What follows belongs to an exercise in optimizing a design on an open flow for small area; a production flow would make more cautious choices.
Function was not checked in any run shown here: the RTL went through the layout flow alone.
Power and IR drop assume default switching activity.

==> flow/design.v <==
`default_nettype none
module rapcore (
    input  wire SCK,
    input  wire CS,
    input  wire COPI,
    output wire CIPO,
    output wire CHARGEPUMP,
    input  wire [0:0] analog_cmp1,
    output wire [0:0] analog_out1,
    input  wire [0:0] analog_cmp2,
    output wire [0:0] analog_out2,
    output wire [0:0] PHASE_A1,
    output wire [0:0] PHASE_A2,
    output wire [0:0] PHASE_B1,
    output wire [0:0] PHASE_B2,
    output wire [0:0] PHASE_A1_H,
    output wire [0:0] PHASE_A2_H,
    output wire [0:0] PHASE_B1_H,
    output wire [0:0] PHASE_B2_H,
    input  wire [0:0] ENC_B,
    input  wire [0:0] ENC_A,
    output wire BUFFER_DTR,
    output wire MOVE_DONE,
    input  wire HALT,
    input  wire [0:0] STEPINPUT,
    input  wire [0:0] DIRINPUT,
    input  wire [0:0] ENINPUT,
    output wire [0:0] STEPOUTPUT,
    output wire [0:0] ENOUTPUT,
    output wire [0:0] DIROUTPUT,
    input  resetn_in,
    input  CLK
);
  reg  [7:0] rst_cnt;
  wire       rstn = &rst_cnt;
  always @(posedge CLK)
    if (!resetn_in)  rst_cnt <= 8'd0;
    else if (!rstn)  rst_cnt <= rst_cnt + 8'd1;
  reg  [1:0] copi_s;
  reg  [1:0] cs_s;
  reg  [2:0] sck_s;
  reg  [2:0] txbit;
  reg  [7:0] rx_byte;
  reg        byte_pulse;    
  wire       cs_act   = ~cs_s[1];
  wire       sck_rise = ~sck_s[2] &  sck_s[1];
  wire       sck_fall =  sck_s[2] & ~sck_s[1];
  always @(posedge CLK) begin
    sck_s <= {sck_s[1:0], SCK};
    byte_pulse <= rstn & cs_act & sck_fall & (txbit == 3'd0);
    if (!rstn) begin
      copi_s  <= 2'b0;
      rx_byte <= 8'b0;
      txbit   <= 3'd7;
    end else begin
      copi_s <= {copi_s[0], COPI};
      cs_s   <= {cs_s[0], CS};
      if (cs_act) begin
        if (sck_rise)      rx_byte <= {rx_byte[6:0], copi_s[1]};
        else if (sck_fall) txbit   <= txbit - 3'd1;
      end else
        txbit <= 3'd7;
    end
  end
  reg  [2:0]  byte_count;
  reg  [63:0] wdr;
  reg         word_pulse;     
  always @(posedge CLK) begin
    word_pulse <= rstn & byte_pulse & (&byte_count);
    if (!rstn)
      byte_count <= 3'd0;
    else if (byte_pulse)
      byte_count <= byte_count + 3'd1;
    if (byte_pulse)
      wdr <= {rx_byte, wdr[63:8]};
  end
  reg step_in_r, dir_in_r, en_in_r;
  always @(posedge CLK) begin
    step_in_r <= STEPINPUT[0];
    dir_in_r  <= DIRINPUT[0];
    en_in_r   <= ENINPUT[0];
  end
  localparam [2:0] ST_IDLE = 3'b000, ST_OTHER = 3'b001, ST_MV1 = 3'b010,
                   ST_MV2 = 3'b011, ST_MV3 = 3'b111;
  reg  [2:0]  st;
  reg  [31:0] cfg_en, cfg_brake, cfg_div;
  reg  [31:0] send;
  reg         send_ext;      
  reg         send_valid;    
  reg         wmi;           
  reg  [1:0]  stepready;
  reg  [1:0]  mdir;          
  reg  [31:0] dur0, dur1;
  reg  [63:0] inc0, inc1;
  reg  signed [31:0] enc_count, enc_vel;
  reg  [31:0] tel_pos, tel_vel;
  reg         enc_faultn, stp_faultn;
  wire [9:0]  phase_angle;
  wire [7:0]  hdr      = wdr[63:56];
  wire        st_idle  = (st == ST_IDLE);
  wire        st_cfg   = st[2] & ~(st[1] & st[0]);
  wire        st_mv1   = (st == ST_MV1);
  wire        st_mv2   = (st == ST_MV2);
  wire        st_mv3   = (st == ST_MV3);
  wire        hdr_mv   = (hdr == 8'h01);
  wire        hdr_st   = (hdr == 8'hF1);
  wire        hdr_cf   = (hdr == 8'hF2);
  wire        idx_hi0  = ~|wdr[32:8];
  wire [7:0]  il       = wdr[7:0];
  wire s_ver  = idx_hi0 & (il == 8'd0);
  wire s_info = idx_hi0 & (il == 8'd1);
  wire s_ef   = idx_hi0 & (il == 8'd2);
  wire s_sf   = idx_hi0 & (il == 8'd3);
  wire s_pos  = idx_hi0 & (il == 8'd4);
  wire s_vel  = idx_hi0 & (il == 8'd68);
  wire s_ph   = idx_hi0 & (il == 8'd132);
  wire [31:0] status_val =
      ({32{s_ver}}  & 32'h01000300) |
      ({32{s_info}} & 32'h20200101) |
      {31'b0, (s_ef & enc_faultn) | (s_sf & stp_faultn)} |
      ({32{s_pos}}  & enc_count) |
      ({32{s_vel}}  & enc_vel) |
      ({32{s_ph}}   & {22'b0, phase_angle});
  wire c_rd   = idx_hi0 & (il[7:2] == 6'd0) & ~(il[1] & il[0]);
  wire [31:0] cfg_val =
      ({32{~il[1] & ~il[0]}} & cfg_en) |
      ({32{~il[1] &  il[0]}} & cfg_brake) |
      ({32{ il[1] & ~il[0]}} & cfg_div);
  wire rd_st  = st_idle & hdr_st;
  wire rd_cf  = st_idle & hdr_cf & c_rd;
  wire [31:0] send_d =
      ({32{rd_st}}  & status_val) |
      ({32{rd_cf}}  & cfg_val) |
      ({32{st_mv1}} & tel_pos) |
      ({32{st_mv2}} & tel_vel);
  wire send_ext_d = (rd_st & ((s_pos & enc_count[31]) | (s_vel & enc_vel[31]))) |
                    (st_mv1 & tel_pos[31]) | (st_mv2 & tel_vel[31]);
  always @(posedge CLK) begin
    if (word_pulse) begin
      send     <= send_d;
      send_ext <= send_ext_d;
    end
    if (!rstn) begin
      st         <= ST_IDLE;
      send_valid <= 1'b0;
      cfg_en     <= 32'd0;
      cfg_brake  <= 32'd0;
      cfg_div    <= 32'd40;
      wmi        <= 1'b0;
      stepready  <= 2'b0;
      mdir       <= 2'b0;
    end else if (word_pulse) begin
      send_valid <= 1'b1;
      if (st_idle) begin
        if (hdr_mv) begin
          st <= ST_MV1;
          if (wmi) mdir[1] <= wdr[0]; else mdir[0] <= wdr[0];
        end else if (hdr_cf & (il <= 8'd2))
          st <= {1'b1, il[1:0]};
        else if (hdr != 8'h00)
          st <= ST_OTHER;
      end else if (st_mv1)
        st <= ST_MV2;
      else if (st_mv2)
        st <= ST_MV3;
      else begin
        st <= ST_IDLE;
        if (st_mv3) begin
          wmi <= ~wmi;
          if (wmi) stepready[1] <= ~stepready[1]; else stepready[0] <= ~stepready[0];
        end
        if (st_cfg) begin
          if (st[1:0] == 2'd0) cfg_en    <= wdr[31:0];
          if (st[1:0] == 2'd1) cfg_brake <= wdr[31:0];
          if (st[1:0] == 2'd2) cfg_div   <= wdr[31:0];
        end
      end
    end
  end
  always @(posedge CLK) begin
    if (word_pulse & st_mv1 & ~wmi) dur0 <= wdr[31:0];
    if (word_pulse & st_mv1 &  wmi) dur1 <= wdr[31:0];
    if (word_pulse & st_mv2 & ~wmi) inc0 <= wdr;
    if (word_pulse & st_mv2 &  wmi) inc1 <= wdr;
  end
  reg  moveind;
  wire dir_o = (moveind ? mdir[1] : mdir[0]) ^ dir_in_r;
  wire en_o  = cfg_en[0] | en_in_r;
  assign STEPOUTPUT = step_in_r;
  assign DIROUTPUT  = dir_o;
  assign ENOUTPUT   = en_o;
  reg  [7:0] div_acc;
  reg        tick_q, tick_rise_q;
  wire       dda_tick  = (div_acc == cfg_div[7:0]);
  wire       tick_rise = dda_tick & ~tick_q;
  always @(posedge CLK) begin
    tick_q      <= dda_tick;
    tick_rise_q <= tick_rise;
    if (!rstn)         div_acc <= 8'd0;
    else if (dda_tick) div_acc <= 8'd0;
    else               div_acc <= div_acc + 8'd1;
  end
  reg        move_done, finishedmove;
  reg  [1:0] stepfinished;
  reg  [31:0] tdc;
  wire processing = moveind ? (stepfinished[1] ^ stepready[1]) : (stepfinished[0] ^ stepready[0]);
  wire loading    =  finishedmove & processing;
  wire executing  = ~finishedmove & processing;
  wire tdc_zero   = (tdc == 32'd0);
  wire finish     = tdc_zero & executing;
  wire dda_step   = tick_rise & executing;     
  wire dda_dec    = tick_rise_q & executing;   
  always @(posedge CLK) begin
    if (loading)      tdc <= moveind ? dur1 : dur0;
    else if (dda_dec) tdc <= tdc - 32'd1;
    if (!rstn) begin
      move_done    <= 1'b0;
      finishedmove <= 1'b1;
      stepfinished <= 2'b0;
      moveind      <= 1'b0;
    end else begin
      if (loading) finishedmove <= 1'b0;
      if (finish) begin
        finishedmove <= 1'b1;
        move_done    <= ~move_done;
        moveind      <= ~moveind;
        if (moveind) stepfinished[1] <= ~stepfinished[1];
        else         stepfinished[0] <= ~stepfinished[0];
      end
    end
  end
  assign MOVE_DONE  = move_done;
  assign BUFFER_DTR = ~((stepfinished[0] ^ stepready[0]) & (stepfinished[1] ^ stepready[1]));
  wire [63:0] inc_sel = moveind ? inc1 : inc0;
  reg  [31:0] ilo, ihi;
  reg         ic;
  reg  [36:0] alo;
  reg  [35:0] ahi;
  reg         ac;
  wire [31:0] il_a = ilo & {32{~loading}};
  wire [31:0] il_b = inc_sel[31:0];
  wire [32:0] il_c;
  wire [31:0] il_s;
  assign il_c[0] = 1'b0;
  wire        ih_en = dda_step | loading;
  wire [31:0] ih_a = ihi & {32{~loading}};
  wire [31:0] ih_b = inc_sel[63:32] & {32{ih_en}};
  wire [32:0] ih_c;
  wire [31:0] ih_s;
  assign ih_c[0] = ic & ~loading;
  wire [72:0] incr_x = {{9{ihi[31]}}, ihi, ilo};
  wire [37:0] al_c;
  wire [36:0] al_s;
  assign al_c[0] = 1'b0;
  wire [36:0] ah_c;
  wire [35:0] ah_s;
  assign ah_c[0] = ac;
  genvar g;
  generate
    for (g = 0; g < 32; g = g + 1) begin : g_incr
      assign il_s[g]   = il_a[g] ^ il_b[g] ^ il_c[g];
      assign il_c[g+1] = (il_a[g] & il_b[g]) | (il_c[g] & (il_a[g] ^ il_b[g]));
      assign ih_s[g]   = ih_a[g] ^ ih_b[g] ^ ih_c[g];
      assign ih_c[g+1] = (ih_a[g] & ih_b[g]) | (ih_c[g] & (ih_a[g] ^ ih_b[g]));
    end
    for (g = 0; g < 37; g = g + 1) begin : g_alo
      assign al_s[g]   = alo[g] ^ incr_x[g] ^ al_c[g];
      assign al_c[g+1] = (alo[g] & incr_x[g]) | (al_c[g] & (alo[g] ^ incr_x[g]));
    end
    for (g = 0; g < 36; g = g + 1) begin : g_ahi
      assign ah_s[g]   = ahi[g] ^ incr_x[g+37] ^ ah_c[g];
      assign ah_c[g+1] = (ahi[g] & incr_x[g+37]) | (ah_c[g] & (ahi[g] ^ incr_x[g+37]));
    end
  endgenerate
  always @(posedge CLK) begin
    if (ih_en) ilo <= il_s;
    ihi <= ih_s;
    ic  <= dda_step & il_c[32];
    if (!rstn) begin
      alo <= 37'd0;
      ahi <= 36'd0;
      ac  <= 1'b0;
    end else if (dda_step) begin
      alo <= al_s;
      ahi <= ah_s;
      ac  <= al_c[37];
    end
  end
  wire ph_cin = ac & (&ahi[25:0]);
  assign phase_angle = ahi[35:26] + {9'd0, ph_cin};
  reg  [2:0]  a_s, b_s;
  reg  [31:0] velw;
  wire step_a = a_s[1] ^ a_s[2];
  wire step_b = b_s[1] ^ b_s[2];
  wire enc_step = step_a ^ step_b;
  wire enc_dir  = a_s[1] ^ b_s[2];
  wire [31:0] velw_inc = velw + 32'd1;
  always @(posedge CLK) begin
    if (!rstn) begin
      enc_count  <= 32'd0;
      enc_vel    <= 32'd0;
      velw       <= 32'hFFFFFFFF;
      enc_faultn <= 1'b1;
      a_s        <= 3'b0;
      b_s        <= 3'b0;
    end else begin
      a_s  <= {a_s[1:0], ENC_A[0]};
      b_s  <= {b_s[1:0], ENC_B[0]};
      if (step_a & step_b) enc_faultn <= 1'b0;
      if (enc_step) begin
        enc_count <= enc_dir ? enc_count + 32'd1 : enc_count - 32'd1;
        enc_vel   <= enc_dir ? velw_inc : ~velw;
        velw      <= 32'hFFFFFFFF;
      end else
        velw <= velw_inc;
    end
  end
  always @(posedge CLK)
    if (finishedmove) begin
      tel_pos <= enc_count;
      tel_vel <= enc_vel;
    end
  reg        ms_en;
  reg  [2:0] step_r;
  reg  [1:0] dir_r;
  reg  [7:0] phase_ct;
  always @(posedge CLK) begin
    step_r <= {step_r[1:0], step_in_r};
    dir_r  <= {dir_r[0], dir_o};
    if (!rstn) begin
      ms_en    <= 1'b0;
      phase_ct <= 8'd0;
    end else begin
      ms_en <= en_o;
      if (step_r == 3'b001)
        phase_ct <= dir_r[1] ? phase_ct + 8'd1 : phase_ct - 8'd1;
    end
  end
  reg  [9:0] off0, off1;
  reg        run0, run1, done0, done1;
  reg  [5:0] mo0, mo1;
  wire off0_z = (off0 == 10'd0);
  wire off1_z = (off1 == 10'd0);
  wire blank0_z = (mo0 <= 6'd27);
  wire blank1_z = (mo1 <= 6'd27);
  wire start0 = analog_cmp1[0] & blank0_z & off0_z;
  wire start1 = analog_cmp2[0] & blank1_z & off1_z;
  always @(posedge CLK) begin
    if (!rstn) begin
      off0 <= 10'd0; run0 <= 1'b0; done0 <= 1'b0;
      off1 <= 10'd0; run1 <= 1'b0; done1 <= 1'b0;
      mo0 <= 6'd0; mo1 <= 6'd0;
    end else begin
      if (start0) begin off0 <= 10'd810; run0 <= 1'b1; end
      else if (!off0_z) off0 <= off0 - 10'd1;
      else if (run0) done0 <= 1'b1;
      if (start1) begin off1 <= 10'd810; run1 <= 1'b1; end
      else if (!off1_z) off1 <= off1 - 10'd1;
      else if (run1) done1 <= 1'b1;
      if (done0) mo0 <= 6'd54; else if (mo0 != 6'd0) mo0 <= mo0 - 6'd1;
      if (done1) mo1 <= 6'd54; else if (mo1 != 6'd0) mo1 <= mo1 - 6'd1;
    end
    if (done0) begin run0 <= 1'b0; done0 <= 1'b0; end
    if (done1) begin run1 <= 1'b0; done1 <= 1'b0; end
  end
  wire fault0 = ~off0_z & (mo0 != 6'd0);
  wire fault1 = ~off1_z & (mo1 != 6'd0);
  always @(posedge CLK)
    if (!rstn)          stp_faultn <= 1'b1;
    else if (stp_faultn) stp_faultn <= ms_en ? ~(fault0 | fault1) : 1'b1;
  wire s1 = phase_ct[7];
  wire s2 = ~phase_ct[7];
  wire s3 = phase_ct[7] ^ phase_ct[6];
  wire s4 = ~(phase_ct[7] ^ phase_ct[6]);
  wire fast0 = (off0 >= 10'd706);
  wire fast1 = (off1 >= 10'd706);
  wire slow0 = ~off0_z & ~fast0;
  wire slow1 = ~off1_z & ~fast1;
  wire a1_h = ~slow0 & (fast0 ^ s1);
  wire a2_h = ~slow0 & (fast0 ^ s2);
  wire b1_h = ~slow1 & (fast1 ^ s3);
  wire b2_h = ~slow1 & (fast1 ^ s4);
  wire a1_l = slow0 | ~(fast0 ^ s1);
  wire a2_l = slow0 | ~(fast0 ^ s2);
  wire b1_l = slow1 | ~(fast1 ^ s3);
  wire b2_l = slow1 | ~(fast1 ^ s4);
  assign PHASE_A1   = a1_l | ~ms_en;
  assign PHASE_A2   = a2_l | ~ms_en;
  assign PHASE_B1   = b1_l | ~ms_en;
  assign PHASE_B2   = b2_l | ~ms_en;
  assign PHASE_A1_H = a1_h & stp_faultn & ms_en;
  assign PHASE_A2_H = a2_h & stp_faultn & ms_en;
  assign PHASE_B1_H = b1_h & stp_faultn & ms_en;
  assign PHASE_B2_H = b2_h & stp_faultn & ms_en;
  reg [4:0] cp_cnt;
  reg       cp;
  always @(posedge CLK)
    if (!rstn) begin
      cp_cnt <= 5'd0; cp <= 1'b0;
    end else if (cp_cnt == 5'd20) begin
      cp_cnt <= 5'd0; cp <= ~cp;
    end else
      cp_cnt <= cp_cnt + 5'd1;
  assign CHARGEPUMP = cp;
  reg  [6:0] pos_d;
  always @(posedge CLK) pos_d <= phase_ct[6:0];
  wire [5:0] ci1 = pos_d[6] ? pos_d[5:0] : ~pos_d[5:0];
  wire [5:0] ci2 = ~ci1;
  function [7:0] cos_tab(input [5:0] i);
    case (i)
      6'd0: cos_tab = 8'd255;  6'd1: cos_tab = 8'd255;  6'd2: cos_tab = 8'd255;  6'd3: cos_tab = 8'd254;
      6'd4: cos_tab = 8'd254;  6'd5: cos_tab = 8'd253;  6'd6: cos_tab = 8'd252;  6'd7: cos_tab = 8'd251;
      6'd8: cos_tab = 8'd250;  6'd9: cos_tab = 8'd249;  6'd10: cos_tab = 8'd247; 6'd11: cos_tab = 8'd246;
      6'd12: cos_tab = 8'd244; 6'd13: cos_tab = 8'd242; 6'd14: cos_tab = 8'd240; 6'd15: cos_tab = 8'd238;
      6'd16: cos_tab = 8'd236; 6'd17: cos_tab = 8'd233; 6'd18: cos_tab = 8'd231; 6'd19: cos_tab = 8'd228;
      6'd20: cos_tab = 8'd225; 6'd21: cos_tab = 8'd222; 6'd22: cos_tab = 8'd219; 6'd23: cos_tab = 8'd215;
      6'd24: cos_tab = 8'd212; 6'd25: cos_tab = 8'd208; 6'd26: cos_tab = 8'd205; 6'd27: cos_tab = 8'd201;
      6'd28: cos_tab = 8'd197; 6'd29: cos_tab = 8'd193; 6'd30: cos_tab = 8'd189; 6'd31: cos_tab = 8'd185;
      6'd32: cos_tab = 8'd180; 6'd33: cos_tab = 8'd176; 6'd34: cos_tab = 8'd171; 6'd35: cos_tab = 8'd167;
      6'd36: cos_tab = 8'd162; 6'd37: cos_tab = 8'd157; 6'd38: cos_tab = 8'd152; 6'd39: cos_tab = 8'd147;
      6'd40: cos_tab = 8'd142; 6'd41: cos_tab = 8'd136; 6'd42: cos_tab = 8'd131; 6'd43: cos_tab = 8'd126;
      6'd44: cos_tab = 8'd120; 6'd45: cos_tab = 8'd115; 6'd46: cos_tab = 8'd109; 6'd47: cos_tab = 8'd103;
      6'd48: cos_tab = 8'd98;  6'd49: cos_tab = 8'd92;  6'd50: cos_tab = 8'd86;  6'd51: cos_tab = 8'd80;
      6'd52: cos_tab = 8'd74;  6'd53: cos_tab = 8'd68;  6'd54: cos_tab = 8'd62;  6'd55: cos_tab = 8'd56;
      6'd56: cos_tab = 8'd50;  6'd57: cos_tab = 8'd44;  6'd58: cos_tab = 8'd37;  6'd59: cos_tab = 8'd31;
      6'd60: cos_tab = 8'd25;  6'd61: cos_tab = 8'd19;  6'd62: cos_tab = 8'd13;  default: cos_tab = 8'd6;
    endcase
  endfunction
  wire [7:0] pwm1 = cos_tab(ci1);
  wire [7:0] pwm2 = cos_tab(ci2);
  reg [10:0] pwm_ctr;
  always @(posedge CLK)
    if (!en_o)                   pwm_ctr <= 11'd0;
    else if (pwm_ctr <= 11'd1024) pwm_ctr <= pwm_ctr + 11'd1;
    else                         pwm_ctr <= 11'd0;
  assign analog_out1 = en_o & (pwm_ctr <= {3'b0, pwm1});
  assign analog_out2 = en_o & (pwm_ctr <= {3'b0, pwm2});
  wire [4:0] bsel = {byte_count[1:0], txbit};
  wire tx_bit = byte_count[2] ? send_ext : send[bsel];
  assign CIPO = cs_act & send_valid & tx_bit;
endmodule
==> flow/run.sh <==
#!/bin/bash
# synth_recipe.tcl (not shown) runs the flow's synth.tcl, then flattens the netlist and writes it again
# the make line also repeats each setting of config.mk as NAME=value (left out here)
make -C /OpenROAD-flow-scripts/flow DESIGN_CONFIG=/design/flow/config.mk WORK_HOME=/design/flow/orfs CLKGATE_MAP_FILE= SYNTH_SCRIPT=/design/flow/synth_recipe.tcl finish
==> flow/config.mk <==
export PLATFORM = sky130hd
export DESIGN_NAME = rapcore
export DESIGN_NICKNAME = rapcore
export VERILOG_FILES = /design/flow/design.v
export SDC_FILE = /design/flow/constraint.sdc
export NUM_CORES = 4
export LEC_CHECK = 0
export CAP_MARGIN = 20
export CORE_MARGIN = 2
export CORE_UTILIZATION = 40
export SLEW_MARGIN = 20
==> flow/constraint.sdc <==
create_clock -name core_clock -period 10.0 [get_ports {CLK}]
set_input_delay 2.0000 -clock core_clock [delete_from_list [all_inputs] [get_ports {CLK}]]
set_output_delay 2.0000 -clock core_clock [all_outputs]
set_load 0.01 [all_outputs]
==> results of run 1 <==
cell usage in the layout (no fill, tap or decap), types with 11 or more instances in the layout:
cell / instances
nor3_1: 46
nand4_1: 25
a221oi_1: 21
clkbuf_16: 94
inv_1: 110
a21o_1: 14
clkinv_2: 15
xor2_1: 80
nand2_1: 590
fa_2: 130
a211oi_1: 55
and2_1: 19
and3_1: 25
edfxtp_1: 419
a21oi_1: 310
a31oi_1: 24
o21a_1: 16
nor4_1: 17
or3_1: 18
inv_2: 13
nor2_1: 303
o211ai_1: 13
nor2b_1: 36
clkbuf_1: 17
clkinv_1: 11
buf_4: 104
xnor2_1: 112
mux2_2: 33
o21ai_0: 108
dfxtp_1: 425
a22oi_1: 35
ha_1: 82
mux2i_1: 140
nand3_1: 58
clkdlybuf4s50_1: 28
o221ai_1: 20
worst max-delay path, delay by kind of cell, from the launching register on:
kind                     cells  cell delay (ns)
adder cells (fa/ha/maj)     37            12.57
flip-flops                   1             0.39
AO/OA/AOI/OAI                1             0.17
buffers and inverters        3             0.16
layout make-up:
cell class                      count  area (sq um)  area share
Multi-Input combinational cell   2494         17500       0.388
Tap cell                         1287          1610      0.0357
Clock inverter                     59           631      0.0140
Timing Repair Buffer              133          1080      0.0240
Sequential cell                   856         21400       0.473
Clock buffer                      115          2470      0.0548
Inverter                          125           469      0.0104
metrics by stage:
stage	utilization	setup TNS, ns	worst slack [ns]
floorplan	-	-52.16	-3.03
global placement	0.427	-57.62	-3.29
detailed placement	0.427	-61.92	-3.41
CTS	0.459	-60.68	-3.45
global route	0.460	-70.20	-3.67
finish	0.460	-59.35	-3.39
what timing repair did:
action | in CTS | in global routing
setup buffers | 3 | 1
gates resized for setup | 14 | 17
hold endpoints to repair | 0 | 0
setup endpoints to repair | 39 | 40
pin swaps | 5 | 5
cloned | 0 | 0
sequential cells by signal (all words and copies together) (netlist names), 36 cells and up:
| name | flops |
|---|---|
| inc0 | 64 |
| inc1 | 64 |
| wdr | 64 |
| alo | 37 |
| ahi | 36 |
cells by family (layout without fill, tap and decap cells):
kind of cell	Yosys count	in the layout
simple gates	1211	1211
fa+ha+maj	220	220
buf+inv	325	432
mux	184	184
compound gates	681	681
flops	856	856
xor+xnor	198	198
routing by layer:
layer	share of wire	vias up	wire length (microns)	GRT usage
li1	-	13000	-	-
met1	0.45	13000	40200	0.241
met2	0.47	509	41800	0.285
met5	0.00015	-	13	0
met3	0.049	156	4310	0.0282
met4	0.029	2	2550	0.0528
where the power goes:
part,total (W),switching (W),internal (W)
Combinational,0.0000286,0.0000140,0.0000146
Sequential,0.00365,0.00000363,0.00365
Clock,0.00346,0.00146,0.00201
path summary, 6_finish.rpt:
check | cells after the start | slack (ns) | to
worst max-delay path | 41 | -3.39 | alo[36]
worst min-delay path | 0 | 0.33 | dir_r[1]
worst max register to register | 41 | -3.39 | alo[36]
worst min register to register | 0 | 0.33 | dir_r[1]
==> results.yml, run 1 <==
yosys:
  synthCells: 3675
  ys_seq_area_frac: 0.540
  synth_top_area_cell: "edfxtp_1"
  synth_cell_type_count: 74
  synth_area_leaders: "edfxtp_1, dfxtp_1, fa_1"
  synthSimpleGateAreaFrac: 0.135
  synth_mux_area_frac: 0.0508
  synth_nets: 3908
  synth_warnings: 1
  synth_top_family_by_area: "simple AND/OR/NAND/NOR gates"
  synth_seq_cells: 856
  synthXorXnorAreaFrac: 0.0439
  synthTopCellsByCount: "nand2_1, dfxtp_1, edfxtp_1, a21oi_1, nor2_1"
  synth_compound_area_frac: 0.105
  synthArstFlopShare: 0
  synth_flop_cell: "dfxtp_1"
  yosys.cell_count.top_type: "nand2_1"
  syn_area_sq_um: 39500
  synthAdderAreaFrac: 0.0953
  avgSynthCellArea_sq_um: 10.8
  yosysTopAreaCellShare: 0.318
  synth_edf_count: 419
finish:
  fin_area_sq_um: 45100
  final_cells: 5069
  n_antenna_cell: 0
  drive_above_1_share: 0.135
  fillCellCount: 9021
  areaGrowthSynthToFinish_pct: 14.2
  nNetsFinal: 3936
pwr:
  p_leak_nw: 14.5
  powerDensity_nw_per_um2: 158
  ir_drop_mv: 0.137
  power_w: 0.00714
detailed_routing:
  drt-initial-drc-count: 1932
  ant_nets: 0
  drt-pass1-iter-count: 5
  wl_microns: 88900
  wl_per_cell_microns: 17.5
  via_per_inst: 5.24
  drc_errors: 0
  vias: 26600
floorplanning:
  core_area_sq_um: 98100
  die_h_microns: 318
  ios: 30
  die_area_sq_um: 101000
  start_util: 0.403
  fp-row-count: 115
  die_w_microns: 318
placed_design:
  dpl.hpwl_microns: 58200
  place_inst: 4891
  gp_congestion: 0.834
  numPortBuffers: 28
  place_area_sq_um: 41900
worst_hold_path:
  min_from: "dir_r[0]"
  hold_class: "reg -> reg"
setup_path:
  r2r_start: "ilo[0]"
  cp_slowest_cell: "fa_1"
  cp_max_fo: 2
  worstPathRequired_ns: 10.57
  cp_common_cell: "fa_2"
  cp-end-kind: "flop"
  crit_path_max_incr_delay_ns: 0.41
  critPathArrivalTime_ns: 13.96
  critPathLaunchType: "flop"
  critPathKind: "reg -> reg"
  setup.worst_path.start: "ilo[0]"
sta:
  drv_slew: 0
  slew_headroom: 0.251
  fin_crit_sh: 1.34
  fmax_mhz: 74.7
  worst_pin_slew_ns: 1.12
  min_period_ns: 13.39
  finalHoldViolCount: 0
  setup_viol: 38
  fin_skew_ns: 0.0364
  fin_ws_ns: -3.39
  timing.hold.ws_ns: 0.328
  rsz0062_at_grt: "true"
run_status:
  violatedChecks: "negative setup slack"
  outcome: "complete, but fails checks"
clock_tree:
  cts_made_buffers: 93
  cts_tree: "done"
  clockRootBuffer: "clkbuf_16"
  cts_num_sinks: 856
  hold_buffers: 0
  htreeDepth: 3
  clock_latency_ns: 0.68
  clk_transition_reported_paths_ns: 0.06
  clk_path_buf_depth: 3
global_route:
  antenna_found_initial: 1
  grt_pass1_vias: 25700
  grtUsageTotal: 0.175
  gr-total-overflow: 0
  grt_pass1_wl_microns: 143000
  grt_start_max_net_pins: 178
flow_run:
  max_cap_viol_count: 0
==> run 2: changes to the inputs <==
--- a/flow/config.mk
+++ b/flow/config.mk
@@ -7,5 +7,5 @@
 export LEC_CHECK = 0
 export CAP_MARGIN = 20
 export CORE_MARGIN = 2
-export CORE_UTILIZATION = 40
+export CORE_UTILIZATION = 65
 export SLEW_MARGIN = 20
==> run 2 against run 1 <==
Compared with the run above: final cell count is 10% lower; synthesized cell count is the same; register-to-register slack improved by 0.04 ns; highest routed layer unchanged; clock-buffer cell count is 14 higher; still fails the layout checks on negative setup slack; total power shrank 2.9%; critical path depth unchanged.
==> results.yml, run 2 <==
finish:
  layout_common_cells: "nand2_1, dfxtp_1, edfxtp_1, a21oi_1, nor2_1"
  fillCellCount: 4138
  nNetsFinal: 3935
  layout_commonest_cell: "nand2_1"
  areaGrowthSynthToFinish_pct: 12.1
  fin_area_sq_um: 44300
  n_antenna_cell: 0
  drive_above_1_share: 0.132
  reg_top3: "inc0: 64 flops, inc1: 64 flops, wdr: 64 flops"
detailed_routing:
  ant_nets: 0
  wl_microns: 91300
  drc_errors: 0
  vias: 27500
  via_per_inst: 6.03
  drt-pass1-iter-count: 6
  drt-initial-drc-count: 2442
  wl_per_cell_microns: 20.0
global_route:
  grt_pass1_wl_microns: 146000
  use_met3: 0.0349
  grtUsageTotal: 0.293
  met1_usage: 0.405
  grt_pass1_vias: 27100
  gr-max-usage-layer: "met2"
  use_met2: 0.489
  gr-total-overflow: 0
  grt_start_max_net_pins: 199
  antenna_found_initial: 2
yosys:
  synth_edf_count: 419
  synth_warnings: 1
  synth_area_leaders: "edfxtp_1, dfxtp_1, fa_1"
  synthTopCellsByCount: "nand2_1, dfxtp_1, edfxtp_1, a21oi_1, nor2_1"
  synth_seq_cells: 856
  synth_top_area_cell: "edfxtp_1"
  ys_seq_area_frac: 0.540
  synthCells: 3675
  syn_area_sq_um: 39500
  yosysTopAreaCellShare: 0.318
  avgSynthCellArea_sq_um: 10.8
  synthArstFlopShare: 0
  synth_nets: 3908
  synth_flop_cell: "dfxtp_1"
  yosys.cell_count.top_type: "nand2_1"
  synth_cell_type_count: 74
floorplanning:
  ios: 30
  core_area_sq_um: 60200
  die_area_sq_um: 62800
  start_util: 0.656
  die_h_microns: 251
  die_w_microns: 251
  fp-row-count: 90
sta:
  fmax_mhz: 74.9
  drv_slew: 0
  worst_pin_slew_ns: 1.14
  fin_skew_ns: 0.0217
  rsz0062_at_grt: "true"
  finalSetupTns_ns: -62.27
  fin_crit_sh: 1.33
  setup_viol: 38
  finalHoldViolCount: 0
  timing.hold.ws_ns: 0.326
  fin_ws_ns: -3.35
  min_period_ns: 13.35
  slew_headroom: 0.241
placed_design:
  numPortBuffers: 28
  gp_congestion: 0.877
  place_ws_ns: -3.40
  dpl.hpwl_microns: 60000
  place_area_sq_um: 41300
run_status:
  outcome: "complete, but fails checks"
  violatedChecks: "negative setup slack"
clock_tree:
  clockRootBuffer: "clkbuf_16"
  cts_num_sinks: 856
  clk_path_buf_depth: 3
  clock_latency_ns: 0.63
  clk_transition_reported_paths_ns: 0.06
  hold_buffers: 0
  htreeDepth: 3
  cts_tree: "done"
  cts_made_buffers: 87
pwr:
  powerDensity_nw_per_um2: 156
  ir_drop_mv: 0.166
  p_leak_nw: 14.4
setup_path:
  critPathArrivalTime_ns: 13.88
  cp_slowest_cell: "fa_1"
  critPathLaunchType: "flop"
  critPathKind: "reg -> reg"
  cp_common_cell: "fa_2"
  cp-end-kind: "flop"
  rr_worst_depth: 41
  worstPathRequired_ns: 10.54
  cp_max_fo: 2
  crit_path_max_incr_delay_ns: 0.41
worst_hold_path:
  hold_class: "reg -> reg"
  min_path_cells: 0
flow_run:
  max_cap_viol_count: 0
==> run 2: changes by cell type in the layout (fill, tap and decap cells not counted), sizes merged <==
cell | previous run | this run
clkbuf | 115 | 129
clkinvlp | 10 | 1
buf | 105 | 110
inv | 131 | 128
bufinv | 9 | 6
clkinv | 34 | 22
==> run 2: area by class of cell <==
cell class	instances	area, sq um	area share
flip-flops and latches	856	21400	0.482
multi-input cells	2494	17500	0.396
clock buffers	129	2540	0.0574
repair buffers	138	1120	0.0252
well taps	782	978	0.0221
inverters	125	469	0.0106
clock inverters	32	324	0.00731
==> run 2: critical path, delay by kind of cell, from the launching register on <==
kind	cells	cell delay, ns
buffers and inverters	3	0.16
AOI/OAI and AO/OA	1	0.18
DFF	1	0.38
adders and majority gates	37	12.51
==> run 2: routing by layer <==
layer,vias up,part of all wire
met4,4,0.024
met5,-,0.00025
met3,144,0.056
li1,12900,-
met2,802,0.49
met1,13600,0.43
==> run 2: logic make-up (layout without fill, tap and decap cells) <==
kind of cell    Yosys count  in the layout  synth area share
compound gates          681            681             0.105
xor+xnor                198            198            0.0439
fa+ha+maj               220            220            0.0953
buf+inv                 325            424            0.0309
flops                   856            856             0.540
mux                     184            184            0.0508
simple gates           1211           1211             0.135
==> run 2: final timing paths <==
path	slack (ns)	startpoint	endpoint
hold reg to reg	0.33	dir_r[0]	dir_r[1]
hold / removal	0.33	dir_r[0]	dir_r[1]
setup / recovery	-3.35	ilo[0]	alo[36]
setup reg to reg	-3.35	ilo[0]	alo[36]
==> run 2: power by group <==
part	leakage (nW)	total [W]	switching, W	internal, W
clock network	1.40	0.00325	0.00134	0.00192
logic	6.64	0.0000291	0.0000144	0.0000147
registers	6.37	0.00365	0.00000385	0.00365
==> run 2: repair_timing <==
| item | CTS | global route |
|---|---|---|
| pin swaps | 7 | 3 |
| endpoints found under the setup margin | 39 | 41 |
| gates resized for setup | 25 | 16 |
| setup buffers | 7 | 1 |
==> run 2: through the flow <==
step           power, W  instances   util
2_1_floorplan   0.00374       3675      -
3_3_place_gp    0.00375       4387  0.685
3_5_place_dp    0.00376       4387  0.685
4_1_cts         0.00698       4555  0.735
5_1_grt         0.00711       4556  0.736
6_report        0.00693       4556  0.736

static timing again, ports no longer ideal:
In the flow no input, the clock included, has a driving cell. The finished layouts below were timed again as built, in two steps. Step 1, drivers: a clkbuf_16 drives CLK and a buf_2 each remaining input, both assumed. Step 2 times the ports against the registers' clock, not the clock port: input delays grow and output delays shrink by t, the midpoint of the rising clock arrivals with the driver on. Slacks: ideal / step 1 / step 2; pairs: ideal / step 1.
run | t, ns | setup slack, ns | worst setup path after step 2 | clock arrival spread, ns | worst data-port slew with drivers (ns)
run 1 | 0.723 | -3.392 / -3.392 / -3.392 | register to register | 0.040 / 0.040 | 0.05
run 2 | 0.682 | -3.348 / -3.348 / -3.348 | register to register | 0.025 / 0.025 | 0.05
